This is an optimization exercise on Yosys and OpenROAD, whose aim is a short achievable clock period and few clock cycles, not a production implementation. Function was checked by simulation only, so behaviour that the tests miss may differ from the original. Power and IR drop assume default switching activity.

==> design.v <==
module micro68k
(
  input clk,
  input reset_n,
  output reg [15:0] mem_address,
  output reg [15:0] mem_write,
  output reg [1:0] mem_write_mask,
  output reg mem_write_enable,
  input [15:0] mem_read,
  output halted,
  output error
);
reg mem_bus_enable;
reg [31:0] data [7:0];
reg [31:0] address [7:0];
reg [15:0] pc;
reg [15:0] pc_current;
reg [15:0] instruction;
reg [31:0] arg1;
reg [2:0] arg1_reg;
reg [31:0] temp;
reg [5:0] ea_code;
wire [2:0] op_reg;
wire [2:0] op_mode;
wire [2:0] ea_mode;
wire [2:0] ea_reg;
assign op_reg = instruction[11:9];
assign op_mode = instruction[8:6];
assign ea_mode = ea_code[5:3];
assign ea_reg  = ea_code[2:0];
reg is_address;
reg is_immediate;
reg [2:0] size;
reg direction;
reg is_lea;
reg do_branch;
reg [5:0] shift_count;
reg [2:0] shift_type;
wire[1:0] shift_size;
assign shift_size = instruction[7:6];
wire xn_type;
wire [3:0] xn_reg;
wire xn_size;
wire [2:0] xn_scale;
wire signed [7:0] xn_disp;
assign xn_type = temp[15];
assign xn_reg = temp[14:12];
assign xn_size = temp[11];
assign xn_scale = temp[10:9];
assign xn_disp = temp[7:0];
reg [2:0] dest_reg;
reg [3:0] alu_op;
reg [31:0] dest_value;
reg [32:0] result;
reg [31:0] alu_mask;
reg alu_reverse_sign;
reg [5:0] state;
reg [5:0] state_after_fetch_data;
reg [5:0] state_after_ea;
reg mem_count;
reg mem_last;
reg [31:0] ea;
reg [31:0] ea_value;
reg [31:0] ea_wb;
reg [15:0]flags;
parameter FLAG_EXTEND   = 4;
parameter FLAG_NEGATIVE = 3;
parameter FLAG_ZERO     = 2;
parameter FLAG_OVERFLOW = 1;
parameter FLAG_CARRY    = 0;
parameter STATE_RESET =        0;
parameter STATE_DELAY_LOOP =   1;
parameter STATE_FETCH_OP_0 =   2;
parameter STATE_FETCH_OP_1 =   3;
parameter STATE_START_DECODE = 4;
parameter STATE_FETCH_DATA_0 = 5;
parameter STATE_FETCH_DATA_1 = 6;
parameter STATE_FETCH_EA_0 =   7;
parameter STATE_FETCH_EA_1 =   8;
parameter STATE_WRITE_EA_0 =   9;
parameter STATE_WRITE_EA_1 =   10;
parameter STATE_COMPUTE_EA_0 = 11;
parameter STATE_COMPUTE_EA_1 = 12;
parameter STATE_COMPUTE_EA_2 = 13;
parameter STATE_ALU_IMM_0 =    14;
parameter STATE_ALU_IMM_1 =    15;
parameter STATE_ALU_CCR =      16;
parameter STATE_ALU_0 =        17;
parameter STATE_ALU_1 =        18;
parameter STATE_ALU_2 =        19;
parameter STATE_ALU_3 =        20;
parameter STATE_ALU_4 =        21;
parameter STATE_ALU_WB =       22;
parameter STATE_ALU_WB_MEM =   23;
parameter STATE_MOVE_0 =       24;
parameter STATE_MOVE_1 =       25;
parameter STATE_EXT =          26;
parameter STATE_SHIFT_0 =      27;
parameter STATE_SHIFT_1 =      28;
parameter STATE_SHIFT_2 =      29;
parameter STATE_BRANCH_0 =     30;
parameter STATE_BRANCH_1 =     31;
parameter STATE_PUSH_TEMP_0 =  32;
parameter STATE_PUSH_TEMP_1 =  33;
parameter STATE_POP_PC_0 =     34;
parameter STATE_POP_PC_1 =     35;
parameter STATE_SWAP =         36;
parameter STATE_BIT_UPDATE   = 37;
parameter STATE_ALU_QUICK_0  = 38;
parameter STATE_DEBUG_0 =      50;
parameter STATE_DEBUG_1 =      51;
parameter STATE_HALTED =       57;  
parameter STATE_ERROR =        58;  
parameter STATE_EEPROM_START = 59;
parameter STATE_EEPROM_READ =  60;
parameter STATE_EEPROM_WAIT =  61;
parameter STATE_EEPROM_WRITE = 62;
parameter STATE_EEPROM_DONE =  63;
parameter ALU_OR  = 0;
parameter ALU_AND = 1;
parameter ALU_SUB = 2;
parameter ALU_ADD = 3;
parameter ALU_BIT = 4;
parameter ALU_EOR = 5;
parameter ALU_CMP = 6;
parameter ALU_MOV = 7;
parameter ALU_JMP = 8;
parameter ALU_JSR = 9;
parameter ALU_LEA = 10;
parameter ALU_CLR = 11;
parameter ALU_NEG = 12;
parameter ALU_SR  = 13;
task set_flags8_nocf(input [8:0] value);
  begin
    flags[FLAG_NEGATIVE] <= value[7];
    flags[FLAG_ZERO]     <= value[7:0] == 0;
    flags[FLAG_OVERFLOW] <= 0;
    flags[FLAG_CARRY]    <= 0;
  end
endtask
task set_flags16_nocf(input [16:0] value);
  begin
    flags[FLAG_NEGATIVE] <= value[15];
    flags[FLAG_ZERO]     <= value[15:0] == 0;
    flags[FLAG_OVERFLOW] <= 0;
    flags[FLAG_CARRY]    <= 0;
  end
endtask
task set_flags32_nocf(input [32:0] value);
  begin
    flags[FLAG_NEGATIVE] <= value[31];
    flags[FLAG_ZERO]     <= value[31:0] == 0;
    flags[FLAG_OVERFLOW] <= 0;
    flags[FLAG_CARRY]    <= 0;
  end
endtask
task set_flags8(input [8:0] value, input [7:0] old, input [31:0] src, input alu_reverse_sign);
  begin
    flags[FLAG_NEGATIVE] <= value[7];
    flags[FLAG_ZERO]     <= value[7:0] == 0;
    flags[FLAG_OVERFLOW] <= old[7] == (src[7] ^ alu_reverse_sign) && value[7] != old[7];
    flags[FLAG_CARRY]    <= value[8];
  end
endtask
task set_flags16(input [16:0] value, input [15:0] old, input [31:0] src, input alu_reverse_sign);
  begin
    flags[FLAG_NEGATIVE] <= value[15];
    flags[FLAG_ZERO]     <= value[15:0] == 0;
    flags[FLAG_OVERFLOW] <= old[15] == (src[15] ^ alu_reverse_sign) && value[15] != old[15];
    flags[FLAG_CARRY]    <= value[16];
  end
endtask
task set_flags32(input [32:0] value, input [31:0] old, input [31:0] src, input alu_reverse_sign);
  begin
    flags[FLAG_NEGATIVE] <= value[31];
    flags[FLAG_ZERO]     <= value[31:0] == 0;
    flags[FLAG_OVERFLOW] <= old[31] == (src[31] ^ alu_reverse_sign) && value[31] != old[31];
    flags[FLAG_CARRY]    <= value[32];
  end
endtask
always @(posedge clk) begin
  if (!reset_n) begin
    state <= STATE_RESET;
    mem_address <= 0;
    mem_write <= 0;
    mem_write_mask <= 0;
    mem_bus_enable <= 0;
    mem_write_enable <= 0;
    pc <= 0;
    pc_current <= 0;
    is_address <= 0;
    is_immediate <= 0;
    size <= 0;
    direction <= 0;
    alu_op <= 0;
    state_after_fetch_data <= 0;
    state_after_ea <= 0;
    mem_count <= 0;
    mem_last <= 0;
  end else
    case (state)
      STATE_RESET:
        begin
          mem_address <= 0;
          mem_write_enable <= 0;
          mem_write <= 0;
          instruction <= 0;
          flags <= 0;
          arg1 <= 0;
          arg1_reg <= 0;
          pc <= 16'h4000;
          state <= STATE_FETCH_OP_0;
          address[7] <= 16'h1000;
        end
      STATE_FETCH_OP_0:
        begin
          is_lea <= 0;
          is_address <= 0;
          is_immediate <= 0;
          alu_mask <= 32'hffffffff;
          do_branch <= 0;
          direction <= 0;
          mem_count <= 0;
          mem_bus_enable <= 1;
          mem_address <= pc;
          pc <= pc + 2;
          state <= STATE_FETCH_OP_1;
        end
      STATE_FETCH_OP_1:
        begin
          pc_current <= pc;
          mem_bus_enable <= 0;
          instruction <= mem_read;
          state <= STATE_START_DECODE;
        end
      STATE_START_DECODE:
        case (instruction[15:14])
          2'b00:
            case (instruction[13:12])
              2'b00:
                if (instruction[8] == 0) begin
                  alu_op <= instruction[11:9];
                  state <= STATE_ALU_IMM_0;
                end else begin
                  alu_op <= ALU_BIT;
                  state <= STATE_ALU_0;
                end
              default:
                begin
                  alu_op <= ALU_MOV;
                  state <= STATE_ALU_0;
                end
            endcase
          2'b01:
            case (instruction[13:12])
              2'b00:
                if (instruction[8] == 1) begin
                  is_lea <= 1;
                  alu_op <= ALU_LEA;
                  state <= STATE_ALU_0;
                end else begin
                  case (instruction[11:9])
                    3'b000:
                      begin
                        alu_op <= ALU_SR;
                        state <= STATE_ALU_0;
                      end
                    3'b001:
                      begin
                        if (instruction[7:6] == 2'b11)
                          alu_op <= ALU_SR;
                        else
                          alu_op <= ALU_CLR;
                        state <= STATE_ALU_0;
                      end
                    3'b010:
                      begin
                        if (instruction[7:6] == 2'b11)
                          alu_op <= ALU_SR;
                        else
                          alu_op <= ALU_NEG;
                        state <= STATE_ALU_0;
                      end
                    3'b011:
                      begin
                        alu_op <= ALU_SR;
                        state <= STATE_ALU_0;
                      end
                    3'b100:
                      begin
                        arg1 <= data[instruction[2:0]];
                        if (instruction[7:6] == 2'b01)
                          state <= STATE_SWAP;
                        else
                          state <= STATE_EXT;
                      end
                    3'b111:
                      case (instruction[7:6])
                        2'b01:
                          if (instruction[5:4] == 2'b00)
                            if (instruction[3:0] == 1)
                              state <= STATE_ERROR;
                            else
                              state <= STATE_HALTED;
                          else
                            case (instruction[3:0])
                              4'b0101: state <= STATE_POP_PC_0;
                              default: state <= STATE_FETCH_OP_0;
                            endcase
                        2'b10:
                          begin
                            is_lea <= 1;
                            alu_op <= ALU_JSR;
                            state <= STATE_ALU_0;
                          end
                        2'b11:
                          begin
                            is_lea <= 1;
                            alu_op <= ALU_JMP;
                            state <= STATE_ALU_0;
                          end
                      endcase
                  endcase
                end
              2'b01:
                begin
                  if (instruction[8] == 0)
                    alu_op <= ALU_ADD;
                  else
                    alu_op <= ALU_SUB;
                  state <= STATE_ALU_QUICK_0;
                end
              2'b10:
                begin
                  state <= STATE_BRANCH_0;
                end
              2'b11:
                begin
                  data[op_reg] <= {{24{instruction[7]}}, instruction[7:0]};
                  state <= STATE_FETCH_OP_0;
                end
              default: state <= STATE_ERROR;
            endcase
          2'b10:
            case (instruction[13:12])
              2'b00:
                begin
                  alu_op <= ALU_OR;
                  state <= STATE_ALU_0;
                end
              2'b01:
                begin
                  alu_op <= ALU_SUB;
                  state <= STATE_ALU_0;
                end
              2'b11:
                begin
                  if (op_mode[2] == 1) begin
                    alu_op <= ALU_EOR;
                  end else begin
                    alu_op <= ALU_CMP;
                  end
                  state <= STATE_ALU_0;
                end
              default: state <= STATE_HALTED;
            endcase
          2'b11:
            case (instruction[13:12])
              4'b00:
                begin
                  alu_op <= ALU_AND;
                  state <= STATE_ALU_0;
                end
              2'b01:
                begin
                  alu_op <= ALU_ADD;
                  state <= STATE_ALU_0;
                end
              4'b10:
                begin
                  state <= STATE_SHIFT_0;
                end
            endcase
        endcase
      STATE_FETCH_DATA_0:
        begin
          mem_bus_enable <= 1;
          mem_address <= pc;
          state <= STATE_FETCH_DATA_1;
        end
      STATE_FETCH_DATA_1:
        begin
          mem_bus_enable <= 0;
          mem_count <= mem_count + 1;
          pc <= pc + 2;
          if (mem_last == 1)
            case (mem_count)
              0: temp[31:16] <= mem_read;
              1: temp[15:0]  <= mem_read;
            endcase
          else
            begin
              temp[31:0] <= 0;
              temp[15:0] <= mem_read;
            end
          if (mem_count == mem_last)
            state <= state_after_fetch_data;
          else
            state <= STATE_FETCH_DATA_0;
        end
      STATE_FETCH_EA_0:
        begin
          mem_bus_enable <= 1;
          mem_address <= { ea[15:1], 1'b0 };
          state <= STATE_FETCH_EA_1;
        end
      STATE_FETCH_EA_1:
        begin
          mem_bus_enable <= 0;
          mem_count <= mem_count + 1;
          ea <= ea + 2;
          if (mem_last == 1)
            case (mem_count)
              0: temp[31:16] <= mem_read;
              1: temp[15:0]  <= mem_read;
            endcase
          else
            begin
              temp[31:16] <= 0;
              if (size == 2) begin
                temp[15:0] <= mem_read;
              end else begin
                temp[15:8] <= 0;
                if (ea[0] == 0)
                  temp[7:0] <= mem_read[7:0];
                else
                  temp[7:0] <= mem_read[15:8];
              end
            end
          if (mem_count == mem_last)
            state <= state_after_ea;
          else
            state <= STATE_FETCH_EA_0;
        end
      STATE_WRITE_EA_0:
        begin
          mem_bus_enable <= 1;
          mem_write_enable <= 1;
          mem_address <= { ea_wb[15:1], 1'b0 };
          if (mem_last == 1) begin
            mem_write_mask <= 2'b00;
            case (mem_count)
              0: mem_write <= temp[31:16];
              1: mem_write <= temp[15:0];
            endcase
          end else begin
            if (size == 2) begin
              mem_write_mask <= 2'b00;
              mem_write <= temp[15:0];
            end else begin
              if (ea_wb[0] == 0) begin
                mem_write_mask <= 2'b01;
                mem_write[7:0] <= temp[7:0];
              end else begin
                mem_write_mask <= 2'b10;
                mem_write[15:8] <= temp[7:0];
              end
            end
          end
          state <= STATE_WRITE_EA_1;
        end
      STATE_WRITE_EA_1:
        begin
          mem_bus_enable <= 0;
          mem_write_enable <= 0;
          ea_wb <= ea_wb + 2;
          if (mem_count == mem_last)
            state <= state_after_ea;
          else
            state <= STATE_WRITE_EA_0;
          mem_count <= mem_count + 1;
        end
      STATE_COMPUTE_EA_0:
        begin
          mem_count <= 0;
          case (ea_mode)
            3'b010:
              begin
                ea <= address[ea_reg];
                state <= state_after_ea;
              end
            3'b011:
              begin
                ea <= address[ea_reg];
                address[ea_reg] <= address[ea_reg] + size;
                state <= state_after_ea;
              end
            3'b100:
              begin
                ea <= address[ea_reg] - size;
                address[ea_reg] <= address[ea_reg] - size;
                state <= state_after_ea;
              end
            3'b101:
              begin
                mem_last <= 0;
                state_after_fetch_data <= STATE_COMPUTE_EA_1;
                state <= STATE_FETCH_DATA_0;
              end
            3'b110:
              begin
                mem_last <= 0;
                state_after_fetch_data <= STATE_COMPUTE_EA_1;
                state <= STATE_FETCH_DATA_0;
              end
            3'b111:
              begin
                mem_last <= ea_reg == 3'b001 ? 1 : 0;
                state_after_fetch_data <= STATE_COMPUTE_EA_1;
                state <= STATE_FETCH_DATA_0;
              end
            default:
              state <= STATE_ERROR;
          endcase
        end
      STATE_COMPUTE_EA_1:
        begin
          case (ea_mode)
            3'b101:
              begin
                ea <= address[ea_reg] + $signed(temp[15:0]);
              end
            3'b110:
              begin
                if (xn_size == 0)
                  if (xn_type == 0)
                    ea <= address[ea_reg] + xn_disp + (data[xn_reg][15:0] << xn_scale);
                  else
                    ea <= address[ea_reg] + xn_disp + (address[xn_reg][15:0] << xn_scale);
                else
                  if (xn_type == 0)
                    ea <= address[ea_reg] + xn_disp + (data[xn_reg] << xn_scale);
                  else
                    ea <= address[ea_reg] + xn_disp + (address[xn_reg] << xn_scale);
              end
            3'b111:
              begin
                mem_count <= 0;
                case (ea_reg)
                  3'b000:
                    begin
                      ea <= temp;
                    end
                  3'b001:
                    begin
                      ea <= temp;
                    end
                  3'b010:
                    begin
                      ea <= pc_current + $signed(temp[15:0]);
                    end
                  3'b011:
                    begin
                      if (xn_size == 0)
                        if (xn_type == 0)
                          ea <= pc_current + xn_disp + (data[xn_reg][15:0] << xn_scale);
                        else
                          ea <= pc_current + xn_disp + (address[xn_reg][15:0] << xn_scale);
                      else
                        if (xn_type == 0)
                          ea <= pc_current + xn_disp + (data[xn_reg] << xn_scale);
                        else
                          ea <= pc_current + xn_disp + (address[xn_reg] << xn_scale);
                    end
                endcase
              end
          endcase
          state <= state_after_ea;
        end
      STATE_ALU_IMM_0:
        begin
          mem_count <= 0;
          is_immediate <= 1;
          direction <= 1;
          if (alu_op == ALU_BIT) begin
            mem_last <= 0;
            size <= ea_mode == 0 ? 4 : 1;
          end else begin
            mem_last <= instruction[7:6] == 2 ? 1 : 0;
            case (instruction[7:6])
              2'b00: size <= 1;
              2'b01: size <= 2;
              2'b10: size <= 4;
            endcase
          end
          state_after_fetch_data <= STATE_ALU_IMM_1;
          state <= STATE_FETCH_DATA_0;
        end
      STATE_ALU_IMM_1:
        begin
          arg1 <= temp;
          ea_code <= instruction[5:0];
          if (instruction[5:0] == 6'b111100)
            state <= STATE_ALU_CCR;
          else
            state <= STATE_ALU_1;
        end
      STATE_ALU_QUICK_0:
        begin
          is_immediate <= 1;
          direction <= 1;
          arg1 <= op_reg == 0 ? 8 : op_reg;
          ea_code <= instruction[5:0];
          mem_count <= 0;
          mem_last <= instruction[7:6] == 2 ? 1 : 0;
          case (instruction[7:6])
            2'b00: size <= 1;
            2'b01: size <= 2;
            2'b10: size <= 4;
          endcase
          state <= STATE_ALU_1;
        end
      STATE_ALU_CCR:
        begin
          case (alu_op)
            ALU_OR:  flags[4:0] <= arg1 | flags[4:0];
            ALU_AND: flags[4:0] <= arg1 & flags[4:0];
            ALU_ADD: flags[4:0] <= arg1 + flags[4:0];
            ALU_EOR: flags[4:0] <= arg1 ^ flags[4:0];
          endcase
          state <= STATE_FETCH_OP_0;
        end
      STATE_ALU_0:
        begin
          if (alu_op == ALU_MOV) begin
            direction <= 0;
            mem_last <= instruction[13:12] == 2'b10 ? 1 : 0;
            case (instruction[13:12])
              2'b01: size <= 1;
              2'b11: size <= 2;
              2'b10: size <= 4;
            endcase
          end else if (alu_op == ALU_BIT) begin
            direction <= 1;
            size <= ea_mode == 0 ? 4 : 1;
            is_immediate <= 1;
            mem_last <= 0;
          end else if (alu_op == ALU_SR) begin
            direction <= ~instruction[10];
            size <= 2;
          end else if (op_mode[1:0] == 2'b11) begin
            direction <= 0;
            mem_last <= op_mode[2];
            is_address <= 1;
            size <= op_mode[2] == 0 ? 2 : 4;
          end else begin
            direction <= op_mode[2];
            mem_last <= op_mode[1];
            case (op_mode[1:0])
              0: size <= 1;
              1: size <= 2;
              2: size <= 4;
            endcase
          end
          arg1 <= data[op_reg];
          arg1_reg <= op_reg;
          ea_code <= instruction[5:0];
          state_after_ea <= STATE_ALU_2;
          state <= STATE_ALU_1;
        end
      STATE_ALU_1:
        begin
          case (ea_mode)
            3'b000:
              begin
                temp <= data[ea_reg];
                state <= STATE_ALU_3;
              end
            3'b001:
              begin
                temp <= address[ea_reg];
                state <= STATE_ALU_3;
              end
            3'b111:
              begin
                if (ea_reg == 3'b100) begin
                  mem_count <= 0;
                  mem_last <= size == 4 ? 1 : 0;
                  state_after_fetch_data <= STATE_ALU_3;
                  state <= STATE_FETCH_DATA_0;
                end else begin
                  state_after_ea <= STATE_ALU_2;
                  state <= STATE_COMPUTE_EA_0;
                end
              end
            default:
              begin
                state_after_ea <= STATE_ALU_2;
                state <= STATE_COMPUTE_EA_0;
              end
          endcase
          case (size)
            1: alu_mask <= 8'hff;
            2: alu_mask <= 16'hffff;
            4: alu_mask <= 32'hffffffff;
          endcase
        end
      STATE_ALU_2:
        begin
          mem_count <= 0;
          mem_last <= size == 4 ? 1 : 0;
          ea_wb <= ea;
          if (is_lea == 1) begin
            if (alu_op == ALU_JMP || alu_op == ALU_JSR)
              pc <= ea;
            else
              address[op_reg] <= ea;
            if (alu_op == ALU_JSR) begin
              temp <= pc;
              state <= STATE_PUSH_TEMP_0;
            end else begin
              state <= STATE_FETCH_OP_0;
            end
          end else begin
            state <= STATE_FETCH_EA_0;
          end
          if (alu_op == ALU_MOV) begin
            ea_code[2:0] <= instruction[11:9];
            ea_code[5:3] <= instruction[8:6];
            state_after_ea <= STATE_MOVE_0;
          end else begin
            state_after_ea <= STATE_ALU_3;
          end
        end
      STATE_ALU_3:
        begin
          if (is_immediate) begin
            dest_value <= temp & alu_mask;
            dest_reg = ea_reg;
          end else if (direction == 0) begin
            if (alu_op != ALU_BIT) arg1 <= temp;
            dest_reg = op_reg;
            dest_value <= data[op_reg] & alu_mask;
          end else begin
            dest_value <= temp & alu_mask;
            temp <= data[op_reg];
          end
          if (alu_op == ALU_MOV) begin
            ea_code[2:0] <= instruction[11:9];
            ea_code[5:3] <= instruction[8:6];
            state <= STATE_MOVE_0;
          end else begin
            state <= STATE_ALU_4;
          end
        end
      STATE_ALU_4:
        begin
          case (alu_op)
            ALU_OR:  result <= dest_value | arg1;
            ALU_AND: result <= dest_value & arg1;
            ALU_SUB: result <= dest_value - arg1;
            ALU_CMP: result <= dest_value - arg1;
            ALU_ADD: result <= dest_value + arg1;
            ALU_EOR: result <= dest_value ^ arg1;
            ALU_CLR: result <= 0;
            ALU_NEG: result <= 0 - arg1;
            ALU_SR:  result <= flags;
            ALU_BIT: begin flags[FLAG_ZERO] <= ~dest_value[arg1]; result <= dest_value; end
          endcase
          alu_reverse_sign <= alu_op == ALU_SUB || alu_op == ALU_CMP;
          if (alu_op == ALU_BIT) begin
            state <= STATE_BIT_UPDATE;
          end else if (alu_op == ALU_NEG) begin
            dest_reg = ea_reg;
            direction <= 1;
            state <= STATE_ALU_WB;
          end else if (alu_op == ALU_SR && direction == 0) begin
            flags <= temp;
            state <= STATE_FETCH_OP_0;
          end else begin
            state <= STATE_ALU_WB;
          end
        end
      STATE_ALU_WB:
        begin
          if (alu_op != ALU_BIT && alu_op != ALU_SR)
            case (size)
              1:
                begin
                  set_flags8(result, dest_value, arg1, alu_reverse_sign);
                  temp[7:0] <= result[7:0];
                end
              2:
                begin
                  set_flags16(result, dest_value, arg1, alu_reverse_sign);
                  temp[15:0] <= result[15:0];
                end
              4:
                begin
                  set_flags32(result, dest_value, arg1, alu_reverse_sign);
                  temp[31:0] <= result[31:0];
                end
            endcase
          if (alu_op == ALU_CMP) begin
            state <= STATE_FETCH_OP_0;
          end else if (is_address == 1) begin
            if (size == 2)
              address[op_reg][15:0] <= result[15:0];
            else
              address[op_reg] <= result;
            state <= STATE_FETCH_OP_0;
          end else if (direction == 0) begin
            case (size)
              1: data[op_reg][7:0] <= result[7:0];
              2: data[op_reg][15:0] <= result[15:0];
              4: data[op_reg] <= result;
            endcase
            state <= STATE_FETCH_OP_0;
          end else begin
            case (ea_mode)
              3'b000:
                begin
                  case (size)
                    1: data[ea_reg][7:0] <= result[7:0];
                    2: data[ea_reg][15:0] <= result[15:0];
                    4: data[ea_reg] <= result;
                  endcase
                  state <= STATE_FETCH_OP_0;
                end
              3'b001:
                begin
                  case (size)
                    1: address[ea_reg][7:0] <= result[7:0];
                    2: address[ea_reg][15:0] <= result[15:0];
                    4: address[ea_reg] <= result;
                  endcase
                  state <= STATE_FETCH_OP_0;
                end
              default:
                begin
                  state <= STATE_ALU_WB_MEM;
                end
            endcase
          end
        end
      STATE_ALU_WB_MEM:
        begin
          mem_count <= 0;
          mem_last <= size == 4 ? 1 : 0;
          temp <= result;
          state_after_ea <= STATE_FETCH_OP_0;
          state <= STATE_WRITE_EA_0;
        end
      STATE_MOVE_0:
        begin
          arg1 <= temp;
          case (ea_mode)
            3'b000:
              begin
                case (size)
                  1:
                    begin
                      data[ea_reg][7:0] <= temp[7:0];
                      flags[FLAG_NEGATIVE] <= temp[7];
                      flags[FLAG_ZERO] <= temp[7:0] == 0 ? 1 : 0;
                    end
                  2:
                    begin
                      data[ea_reg][15:0] <= temp[15:0];
                      flags[FLAG_NEGATIVE] <= temp[15];
                      flags[FLAG_ZERO] <= temp[15:0] == 0 ? 1 : 0;
                    end
                  4:
                    begin
                      data[ea_reg] <= temp;
                      flags[FLAG_NEGATIVE] <= temp[31];
                      flags[FLAG_ZERO] <= temp[31:0] == 0 ? 1 : 0;
                    end
                endcase
                flags[FLAG_OVERFLOW] <= 0;
                flags[FLAG_CARRY] <= 0;
                state <= STATE_FETCH_OP_0;
              end
            3'b001:
              begin
                case (size)
                  2: address[ea_reg] <= {{16{temp[15]}}, temp[15:0]};
                  4: address[ea_reg] <= temp;
                endcase
                state <= STATE_FETCH_OP_0;
              end
            default:
              begin
                state_after_ea <= STATE_MOVE_1;
                state <= STATE_COMPUTE_EA_0;
              end
          endcase
        end
      STATE_MOVE_1:
        begin
          ea_wb <= ea;
          case (instruction[13:12])
            2'b01:
              begin
                set_flags8_nocf(arg1);
                temp[7:0] <= arg1[7:0];
              end
            2'b11:
              begin
                set_flags16_nocf(arg1);
                temp[15:0] <= arg1[15:0];
              end
            2'b10:
              begin
                set_flags32_nocf(arg1);
                temp[31:0] <= arg1[31:0];
              end
          endcase
          mem_count <= 0;
          mem_last <= size == 4 ? 1 : 0;
          state_after_ea <= STATE_FETCH_OP_0;
          state <= STATE_WRITE_EA_0;
        end
      STATE_EXT:
        begin
          if (op_mode == 2) begin
            data[instruction[2:0]][15:0] <= {{8{arg1[7]}}, arg1[7:0]};
            flags[FLAG_NEGATIVE] <= arg1[7];
            flags[FLAG_ZERO]     <= arg1[7:0] == 0;
          end else begin
            data[instruction[2:0]] <= {{16{arg1[15]}}, arg1[15:0]};
            flags[FLAG_NEGATIVE] <= arg1[15];
            flags[FLAG_ZERO]     <= arg1[15:0] == 0;
          end
          flags[FLAG_OVERFLOW] <= 0;
          flags[FLAG_CARRY] <= 0;
          state <= STATE_FETCH_OP_0;
        end
      STATE_SHIFT_0:
        begin
          if (instruction[5] == 0)
            shift_count <= instruction[11:9] == 0 ? 8 : instruction[11:9];
          else
            shift_count <= data[instruction[11:9]];
          shift_type = { instruction[8], instruction[4:3] };
          state <= STATE_SHIFT_1;
        end
      STATE_SHIFT_1:
        begin
          case (shift_type)
            3'b000: result <= $signed(data[instruction[2:0]]) >> shift_count;
            3'b001: result <= data[instruction[2:0]] >> shift_count;
            3'b011:
              case (shift_size)
                2'b00:
                  begin
                    result <=
                      (data[instruction[2:0]][7:0] >> shift_count) |
                      (data[instruction[2:0]][7:0] << (8 - shift_count));
                  end
                2'b01:
                  begin
                    result <=
                      (data[instruction[2:0]][15:0] >> shift_count) |
                      (data[instruction[2:0]][15:0] << (16 - shift_count));
                  end
                2'b10:
                  begin
                    result <=
                      (data[instruction[2:0]] >> shift_count) |
                      (data[instruction[2:0]] << (32 - shift_count));
                  end
              endcase
            3'b100: result <= $signed(data[instruction[2:0]]) << shift_count;
            3'b101: result <= data[instruction[2:0]] << shift_count;
            3'b111:
              case (shift_size)
                2'b00:
                  begin
                    result <=
                      (data[instruction[2:0]][7:0] << shift_count) |
                      (data[instruction[2:0]][7:0] >> (8 - shift_count));
                  end
                2'b01:
                  begin
                    result <=
                      (data[instruction[2:0]][15:0] << shift_count) |
                      (data[instruction[2:0]][15:0] >> (16 - shift_count));
                  end
                2'b10:
                  begin
                    result <=
                      (data[instruction[2:0]] << shift_count) |
                      (data[instruction[2:0]] >> (32 - shift_count));
                  end
              endcase
          endcase
          state <= STATE_SHIFT_2;
        end
      STATE_SHIFT_2:
        begin
          case (shift_size)
            2'b00:
              begin
                data[instruction[2:0]][7:0] <= result[7:0];
                flags[FLAG_ZERO] <= result[7:0] == 0;
                flags[FLAG_NEGATIVE] <= result[7];
                if (shift_type[2] == 0)
                  flags[FLAG_CARRY] <= data[instruction[2:0]][shift_count - 1];
                else
                  flags[FLAG_CARRY] <= data[instruction[2:0]][8 - shift_count];
              end
            2'b01:
              begin
                data[instruction[2:0]][15:0] <= result[15:0];
                flags[FLAG_ZERO] <= result[15:0] == 0;
                flags[FLAG_NEGATIVE] <= result[15];
                if (shift_type[2] == 0)
                  flags[FLAG_CARRY] <= data[instruction[2:0]][shift_count - 1];
                else
                  flags[FLAG_CARRY] <= data[instruction[2:0]][16 - shift_count];
              end
            2'b10:
              begin
                data[instruction[2:0]] <= result;
                flags[FLAG_ZERO] <= result == 0;
                flags[FLAG_NEGATIVE] <= result[31];
                if (shift_type[2] == 0)
                  flags[FLAG_CARRY] <= data[instruction[2:0]][shift_count - 1];
                else
                  flags[FLAG_CARRY] <= data[instruction[2:0]][32 - shift_count];
              end
          endcase
          flags[FLAG_OVERFLOW] <= 0;
          state <= STATE_FETCH_OP_0;
        end
      STATE_BRANCH_0:
        begin
          if (instruction[7:0] == 0) begin
            mem_count <= 0;
            mem_last <= 0;
            state_after_fetch_data <= STATE_BRANCH_1;
            state <= STATE_FETCH_DATA_0;
          end else begin
            temp <= { {8{instruction[7]}}, instruction[7:0] };
            state <= STATE_BRANCH_1;
          end
          case (instruction[11:9])
            3'b000:
              begin
                do_branch <= 1;
              end
            3'b001:
              begin
                if ((~flags[FLAG_CARRY] && ~flags[FLAG_ZERO]) ^ instruction[8])
                  do_branch <= 1;
              end
            3'b010:
              begin
                if (~flags[FLAG_CARRY] ^ instruction[8])
                  do_branch <= 1;
              end
            3'b011:
              begin
                if (~flags[FLAG_ZERO] ^ instruction[8])
                  do_branch <= 1;
              end
            3'b100:
              begin
                if (~flags[FLAG_OVERFLOW] ^ instruction[8])
                  do_branch <= 1;
              end
            3'b101:
              begin
                if (~flags[FLAG_NEGATIVE] ^ instruction[8])
                  do_branch <= 1;
              end
            3'b110:
              begin
                if (((flags[FLAG_NEGATIVE] &&  flags[FLAG_OVERFLOW]) ||
                    (~flags[FLAG_NEGATIVE] && ~flags[FLAG_OVERFLOW]))
                     ^ instruction[8])
                  do_branch <= 1;
              end
            3'b111:
              begin
                if (((flags[FLAG_NEGATIVE] &&
                      flags[FLAG_OVERFLOW] &&
                     ~flags[FLAG_ZERO]) ||
                    (~flags[FLAG_NEGATIVE] &&
                     ~flags[FLAG_OVERFLOW] &&
                     ~flags[FLAG_ZERO])) ^ instruction[8])
                  do_branch <= 1;
              end
          endcase
          arg1 <= pc;
        end
      STATE_BRANCH_1:
        begin
          if (do_branch)
            pc <= $signed(arg1[15:0]) + $signed(temp[15:0]);
          temp <= pc;
          if (instruction[11:8] == 4'b0001) begin
            mem_count <= 0;
            state <= STATE_PUSH_TEMP_0;
          end else begin
            state <= STATE_FETCH_OP_0;
          end
        end
      STATE_PUSH_TEMP_0:
        begin
          mem_bus_enable <= 1;
          mem_write_enable <= 1;
          mem_address <= address[7] - 2;
          mem_write_mask <= 2'b00;
          case (mem_count)
            0: mem_write <= temp[15:0];
            1: mem_write <= temp[31:16];
          endcase
          state <= STATE_PUSH_TEMP_1;
        end
      STATE_PUSH_TEMP_1:
        begin
          mem_bus_enable <= 0;
          mem_write_enable <= 0;
          if (mem_count == 1)
            state <= STATE_FETCH_OP_0;
          else
            state <= STATE_PUSH_TEMP_0;
          address[7] <= mem_address;
          mem_count <= mem_count + 1;
        end
      STATE_POP_PC_0:
        begin
          mem_bus_enable <= 1;
          mem_address <= address[7];
          state <= STATE_POP_PC_1;
        end
      STATE_POP_PC_1:
        begin
          case (mem_count)
            1: pc[15:0]  <= mem_read;
          endcase
          address[7] <= mem_address + 2;
          mem_count <= mem_count + 1;
          mem_bus_enable <= 0;
          if (mem_count == 1)
            state <= STATE_FETCH_OP_0;
          else
            state <= STATE_POP_PC_0;
        end
      STATE_SWAP:
        begin
          data[instruction[2:0]][31:16] <= arg1[15:0];
          data[instruction[2:0]][15:0]  <= arg1[31:16];
          state <= STATE_FETCH_OP_0;
        end
      STATE_BIT_UPDATE:
        begin
          case (instruction[7:6])
            2'b01: result[arg1] <= result[arg1] ^ 1;
            2'b10: result[arg1] <= 0;
            2'b11: result[arg1] <= 1;
          endcase
          if (instruction[7:6] == 0)
            state <= STATE_FETCH_OP_0;
          else
            state <= STATE_ALU_WB;
        end
      STATE_HALTED:
        begin
          state <= STATE_HALTED;
        end
      STATE_ERROR:
        begin
          state <= STATE_ERROR;
        end
    endcase
end
assign halted = state == STATE_HALTED;
assign error  = state == STATE_ERROR;
endmodule
==> run.sh <==
#!/bin/bash
# synth_recipe.tcl (not shown) runs the flow's synth.tcl, then flattens the netlist and writes it again
# the make line also repeats each setting of config.mk as NAME=value (left out here)
make -C /OpenROAD-flow-scripts/flow DESIGN_CONFIG=/design/flow/config.mk WORK_HOME=/design/flow/orfs CLKGATE_MAP_FILE= SYNTH_SCRIPT=/design/flow/synth_recipe.tcl finish
==> config.mk <==
export PLATFORM = sky130hd
export DESIGN_NAME = micro68k
export DESIGN_NICKNAME = micro68k
export VERILOG_FILES = /design/flow/design.v
export SDC_FILE = /design/flow/constraint.sdc
export NUM_CORES = 4
export LEC_CHECK = 0
export CAP_MARGIN = 20
export CELL_PAD_IN_SITES_DETAIL_PLACEMENT = 1
export CORE_MARGIN = 2
export CORE_UTILIZATION = 35
export SLEW_MARGIN = 20
==> constraint.sdc <==
create_clock -name core_clock -period 12.0 [get_ports {clk}]
set_input_delay 2.4000 -clock core_clock [delete_from_list [all_inputs] [get_ports {clk}]]
set_output_delay 2.4000 -clock core_clock [all_outputs]
set_load 0.01 [all_outputs]
==> results.yml <==
synth:
  synth_edf_count: 741
  yosysWarnings: 1
  synthFlopType: "edfxtp_1"
  synth.avg_cell_area_sq_um: 8.996
  syn_nets: 9531
  seq_area_frac_synth: 0.2933
  netlist_area_sq_um: 83100
  netlist_instances: 9238
  ys_ff_latch: 847
  synthArstFlopShare: 0
  synthDistinctLibCells: 103
detailed_routing:
  drc: 0
  wl_per_cell_um: 44.22
  drtIter0Drc: 17470
  vias_per_cell: 7.506
  wl_um: 546700
  ant_nets: 0
  dr.pass1.iters: 14
  num_vias: 92790
job:
  drv_cap: 0
grt:
  grt_pass1_vias: 88830
  gr-total-overflow: 0
  antenna_found_initial: 44
  grt_max_degree: 107
  grt_pass1_wl_um: 744000
  grt_use_total: 0.4348
pwr:
  p_sw_w: 0.01101
  pwr-share-comb: 0.626
  p_per_area_nw_per_um2: 219.5
  clockPowerShare: 0.163
  total_power_w: 0.02022
  leakagePower_nw: 32.09
  swShare: 0.5445
  p_int_w: 0.009212
  pwr-share-seq: 0.211
  peakVddDrop_mv: 0.1538
die:
  die_w_um: 491.3
  die-area_sq_um: 241400
  ioPinCount: 55
  core-area_sq_um: 235600
  dieHeight_um: 491.3
  rows: 178
  start_util: 0.3527
finish:
  fillers: 27020
  finalNonFillerCells: 12360
  drive_gt1_frac: 0.1468
  final_cell_area_sq_um: 92120
  syn_to_final_growth_pct: 10.85
  top_regs: "address x256, data x256, result x33"
  nets: 9397
placed_design:
  place.gp.congestion: 1.116
  placedCellCount: 12140
  dp_hpwl_um: 411800
  port_buffers: 54
  postPlaceCellArea_sq_um: 88490
clock_network:
  cts.clk_slew.worst_paths_ns: 0.07
  clock_sinks: 847
  cts-resized-gates: 0
  cts_htree_levels: 3
  clock_latency_ns: 0.83
  clock-root-buffer: "clkbuf_16"
  cts_buffers: 102
  clock_path_buffers: 3
  cts_tree: "yes"
  holdBufCountCts: 0
  post_cts_buffers: 0
worst_setup_path:
  required_ns: 12.52
  critPathArrivalTime_ns: 8.41
  critPathLaunchType: "flop"
  path_max_fanout: 44
  slowest_stage: "o41ai_1"
  critPathKind: "reg -> reg"
  critPathMaxStageDelay_ns: 0.74
  worstSetupEndpointType: "flop"
outcome:
  run_status: "timing/DRC/antenna clean"
sta:
  slew_headroom: 0.04225
  finalSetupViolCount: 0
  hold_viol: 0
  tns_ns: 0
  period_needed_ns: 7.892
  fmax_mhz: 126.7
  rsz0062_at_grt: "false"
  worst_slew_pin_slew_ns: 1.428
  hold_ws_ns: 0.4981
  skew_ns: 0.09184
  post-route-period-util: 0.6577
  finalMaxSlewViolations: 0
worst_hold_path:
  hold_class: "reg -> reg"
==> cells by family (layout without fill, tap and decap cells) <==
family | after synthesis | after routing | synth area share
DFF | 847 | 847 | 0.2933
buffers and inverters | 915 | 864 | 0.04387
AOI/OAI and AO/OA | 2941 | 2941 | 0.2361
and+or+nand+nor | 2922 | 2922 | 0.1614
other | 0 | 25 | 0
xor gates and xnor gates | 375 | 375 | 0.03952
muxes | 963 | 963 | 0.1834
adders and majority gates | 275 | 275 | 0.04249
==> per-stage QoR <==
step	worst slack, ns	util
5_1_grt	3.627	0.3907
3_5_place_dp	4.297	0.3755
4_1_cts	4.224	0.3900
6_report	4.108	0.3910
3_3_place_gp	4.183	0.3752
2_1_floorplan	5.038	-
==> worst paths after layout <==
check | start | endpoint | slack (ns) | cells past startpoint
min reg2reg | pc_current[0]$_SDFFE_PN0P_ | pc_current[0]$_SDFFE_PN0P_ | 0.50 | 2
max | flop | ea[30]$_DFFE_PP_ | 4.11 | 28
min | pc_current[0]$_SDFFE_PN0P_ | pc_current[0]$_SDFFE_PN0P_ | 0.50 | 2
max reg2reg | flop | ea[30]$_DFFE_PP_ | 4.11 | 28
==> area by class of cell <==
| class | count | area, sq um | area share |
|---|---|---|---|
| clock inverter | 58 | 665.6 | 0.007225 |
| tap | 3150 | 3941 | 0.04278 |
| antenna | 25 | 62.56 | 0.0006791 |
| sequential | 847 | 24410 | 0.2650 |
| multi-input combinational | 7476 | 55670 | 0.6043 |
| inverter | 181 | 680.7 | 0.007388 |
| timing repair buffer | 496 | 3938 | 0.04274 |
| clock buffer | 129 | 2749 | 0.02984 |
==> cell usage in the layout, fill, tap and decap left out, types with 58 or more instances in the layout <==
cell type	n
nand2_1	970
nor2_1	807
edfxtp_1	741
a21oi_1	657
o21ai_0	623
mux4_2	436
buf_4	430
mux2i_1	409
ha_1	261
nand3_1	259
xnor2_1	231
nor3_1	184
a22oi_1	166
inv_1	157
o211ai_1	146
xor2_1	142
o22ai_1	135
a211oi_1	121
a31oi_1	113
mux2_2	110
a222oi_1	107
clkbuf_16	106
nand4_1	105
o221ai_1	103
a21o_1	98
and3_1	96
dfxtp_1	92
a221oi_1	80
and2_1	79
nand2b_1	74
nor2b_1	58
==> power by group through the flow <==
stage                     Sequential [W]  Clock (W)  Combinational, W
after floorplan                  0.00384          0           0.00698
after global routing             0.00426    0.00338            0.0127
final                            0.00427    0.00330            0.0127
after global placement           0.00425          0            0.0116
after detailed placement         0.00427          0            0.0117
after CTS                        0.00421    0.00329            0.0118
==> synth_stat cells (39+ instances only) <==
library cell / number / area [sq um]
a211oi_1: 127 / 953.4
a21o_1: 98 / 735.7
a21oi_1: 662 / 3313
a221oi_1: 84 / 735.7
a222oi_1: 107 / 1071
a22oi_1: 166 / 1246
a31oi_1: 117 / 732.0
and2_1: 78 / 488.0
and3_1: 96 / 600.6
buf_1: 108 / 405.4
buf_2: 46 / 230.2
clkbuf_1: 552 / 2072
dfxtp_1: 106 / 2122
edfxtp_1: 741 / 22250
ha_1: 263 / 3291
inv_1: 161 / 604.3
mux2_2: 110 / 1239
mux2i_1: 413 / 4134
mux4_2: 436 / 9819
nand2_1: 973 / 3652
nand2b_1: 74 / 462.9
nand3_1: 262 / 1311
nand4_1: 105 / 656.9
nor2_1: 836 / 3138
nor2b_1: 60 / 375.4
nor3_1: 201 / 1006
nor4_1: 55 / 344.1
o211a_1: 39 / 390.4
o211ai_1: 146 / 1096
o21a_1: 39 / 292.8
o21ai_0: 651 / 3258
o221ai_1: 104 / 910.9
o22ai_1: 135 / 844.6
o31ai_1: 51 / 382.9
or3_1: 51 / 319.1
xnor2_1: 232 / 2032
xor2_1: 143 / 1252
==> routing by layer <==
layer / global-route usage / vias to the layer above / routed length (um)
met2: 0.6038 / 8184 / 216900
met5: 0.003175 / - / 458
li1: - / 35780 / -
met1: 0.5507 / 46620 / 200500
met4: 0.2895 / 46 / 46500
met3: 0.1745 / 2150 / 82270
==> critical path, delay by kind of cell (launching register included) <==
kind | cells | cell delay [ns]
buffers and inverters | 3 | 0.89
XOR/XNOR | 1 | 0.15
flip-flops | 1 | 0.65
multiplexers | 2 | 0.78
AND/OR/NAND/NOR | 8 | 1.46
adder cells (fa/ha/maj) | 3 | 0.87
AO/OA/AOI/OAI | 11 | 2.75
Testbench counts, summed over its fixed seeds: cycles 526,006.

port drivers added, routing unchanged:
In the flow no input, the clock included, has a driving cell. The finished layout below was timed again as built, in two steps. Step 1, drivers: a clkbuf_16 drives clk and a buf_2 each remaining input, both assumed. Step 2 also shifts input and output timing later by t, the mid clock arrival at the registers, as if the neighbouring blocks saw the same clock. Three values: ideal ports, drivers, drivers and shift; two values: the first two.
t (ns): 0.878
setup slack, ns: 4.108 / 4.108 / 4.108
worst hold slack (ns): 0.498 / 0.498 / 0.498
worst data-port slew with drivers (ns): 0.04
After both steps setup and hold are still met in this run. The setup slack of this run moves by 0.000 ns with the drivers and by 0.000 ns with both steps.
